This design comes from an exercise in tuning for small area on the open sky130 flow, not from production work.
Only simulation tests tie the RTL to the original design; equivalence was not proved.
The clock port is modelled as an ideal driver; clocking choices that lean on that would not hold on a real chip.
Power is estimated from default activity; no workload was simulated.

// pongproject
module pongproject(clk, reset,
	ready_button,
	right, left,
	ovga_clk, ovga_r, ovga_g, ovga_b,
	ovga_hs, ovga_vs, ovga_sync_n, ovga_blank_n);
	input clk, reset;
	input ready_button;
	input right, left;
	output ovga_clk;
	output [7:0] ovga_r, ovga_g, ovga_b;
	output ovga_hs, ovga_vs;
	output ovga_sync_n;
	output ovga_blank_n;
	function [10:0] add11;       
		input [10:0] a, b;
		input ci;
		reg c;
		integer i;
		begin
			c = ci;
			for (i = 0; i < 11; i = i + 1) begin
				add11[i] = a[i] ^ b[i] ^ c;
				c = (a[i] & b[i]) | (a[i] & c) | (b[i] & c);
			end
		end
	endfunction
	function [9:0] ud9x;         
		input [9:0] x;
		input en;
		reg t;
		integer i;
		begin
			t = en;
			for (i = 0; i < 10; i = i + 1) begin
				ud9x[i] = x[i] ^ t;
				t = t & x[i];
			end
		end
	endfunction
	function [8:0] ud9;          
		input [8:0] x;
		input en, dn;
		reg t;
		integer i;
		begin
			t = en;
			for (i = 0; i < 9; i = i + 1) begin
				ud9[i] = x[i] ^ t;
				t = t & (x[i] ^ dn);
			end
		end
	endfunction
	function ge11;               
		input [10:0] a, b;
		reg c;
		integer i;
		begin
			c = 1'b1;
			for (i = 0; i < 11; i = i + 1)
  ...
Size: about 34 I/O pins, roughly 4900 um^2 of cells after synthesis.
export LEC_CHECK = 0
export CAP_MARGIN = 20
export CORE_MARGIN = 2
export CORE_UTILIZATION = 70
export SLEW_MARGIN = 20
create_clock -name core_clock -period 10.0 [get_ports {clk}]
standard.sh (not shown) runs the stock make flow with config.mk's settings and CLKGATE_MAP_FILE= SYNTH_SCRIPT=/design/flow/synth_recipe.tcl, a recipe that flattens the netlist after the stock synthesis.
==> flow/flow/run.sh <==
#!/bin/bash
# Layout flow: the standard synthesis, then the combinational logic of
# that netlist is re-mapped for area with ABC (the flip-flops are kept as
# the standard synthesis made them: same instances, names and cells), then
# the standard layout from floorplan to finish, with small port buffers.
set -euo pipefail
WORK=$(pwd)
R=$WORK/orfs/results/$FLOW_PLATFORM/pongproject/base
LIB=$FLOW_HOME/platforms/$FLOW_PLATFORM/lib/sky130_fd_sc_hd__tt_025C_1v80.lib
YOSYS=${YOSYS_EXE:-$(command -v yosys || echo $FLOW_HOME/../tools/install/yosys/bin/yosys)}

bash standard.sh synth > $WORK/flow_synth.log 2>&1
cp $R/1_2_yosys.v $WORK/std_synth.v

sed -e "s#@LIB@#$LIB#g" -e "s#@IN@#$WORK/std_synth.v#g" -e "s#@OUT@#$WORK/reopt.v#g" \
    -e "s#@ABC@#$WORK/flow/area.abc#g" -e "s#@TOP@#$FLOW_TOP#g" \
    flow/reopt.ys > $WORK/reopt.ys
$YOSYS -s $WORK/reopt.ys > $WORK/flow_reopt.log 2>&1

cp $WORK/reopt.v $R/1_2_yosys.v
rm -f $R/1_synth.odb $R/1_synth.sdc
# Port buffers of the smallest size (every port still gets its own buffer),
# no dummy clock loads from CTS, small clock buffers with a larger one at
# the root of the tree.
export BUFFER_PORTS_ARGS="-buffer_cell sky130_fd_sc_hd__buf_1"
export CTS_ARGS="-sink_clustering_enable -repair_clock_nets -dont_use_dummy_load -buf_list sky130_fd_sc_hd__clkbuf_4 -sink_clustering_size 9 -sink_clustering_max_diameter 40"
export POST_CTS_TCL=$WORK/flow/post_cts.tcl
bash standard.sh finish > $WORK/flow_finish.log 2>&1
==> flow/flow/area.abc <==
strash; &get -n; &deepsyn -T 120; &put; &get -n; &nf -R 1000 -a; &put; topo; dnsize
Other scripts of this flow, unchanged in this note and not shown: flow/flow/post_cts.tcl, flow/flow/reopt.ys
Next try:
==> flow/flow/area.abc (replaced) <==
strash; &get -n; &deepsyn -T 120; &put; &get -n; &nf -R 3000 -a -p; &put; topo; dnsize
Result: The new run finished with timing, DRC and antenna clean; wire length shrinks by 3.6%; worst setup slack improves by 260 ps; clock skew stays flat; area after synthesis hardly moves; cell count falls by 1.0%; cell area barely changes; combinational power came out lower by about 1%.

==> re-timing with driven ports <==
No port has a modelled driver above. Below, the same layouts with a new extraction and two added sets of constraints. Step 1, drivers: a clkbuf_16 drives clk and a buf_2 each remaining input, both assumed. Step 2 moves the port delays by t, midway between the first and last clock arrival at a register: inputs arrive t later, outputs are due t later. That takes back most of the time a late clock gives input paths. Three values: ideal, step 1, step 2; two values: the first two.
| run | t (ns) | setup WS [ns] | hold WS [ns] | latest minus earliest clock arrival (ns) | slew at the worst register clock pin (ns) |
|---|---|---|---|---|---|
| the first run | 0.385 | 3.544 / 3.544 / 3.544 | 0.483 / 0.483 / 0.483 | 0.034 / 0.033 | 0.10 / 0.10 |
| the second run | 0.368 | 3.806 / 3.806 / 3.806 | 0.510 / 0.510 / 0.510 | 0.031 / 0.032 | 0.10 / 0.10 |
After both steps setup and hold are still met in every run listed.
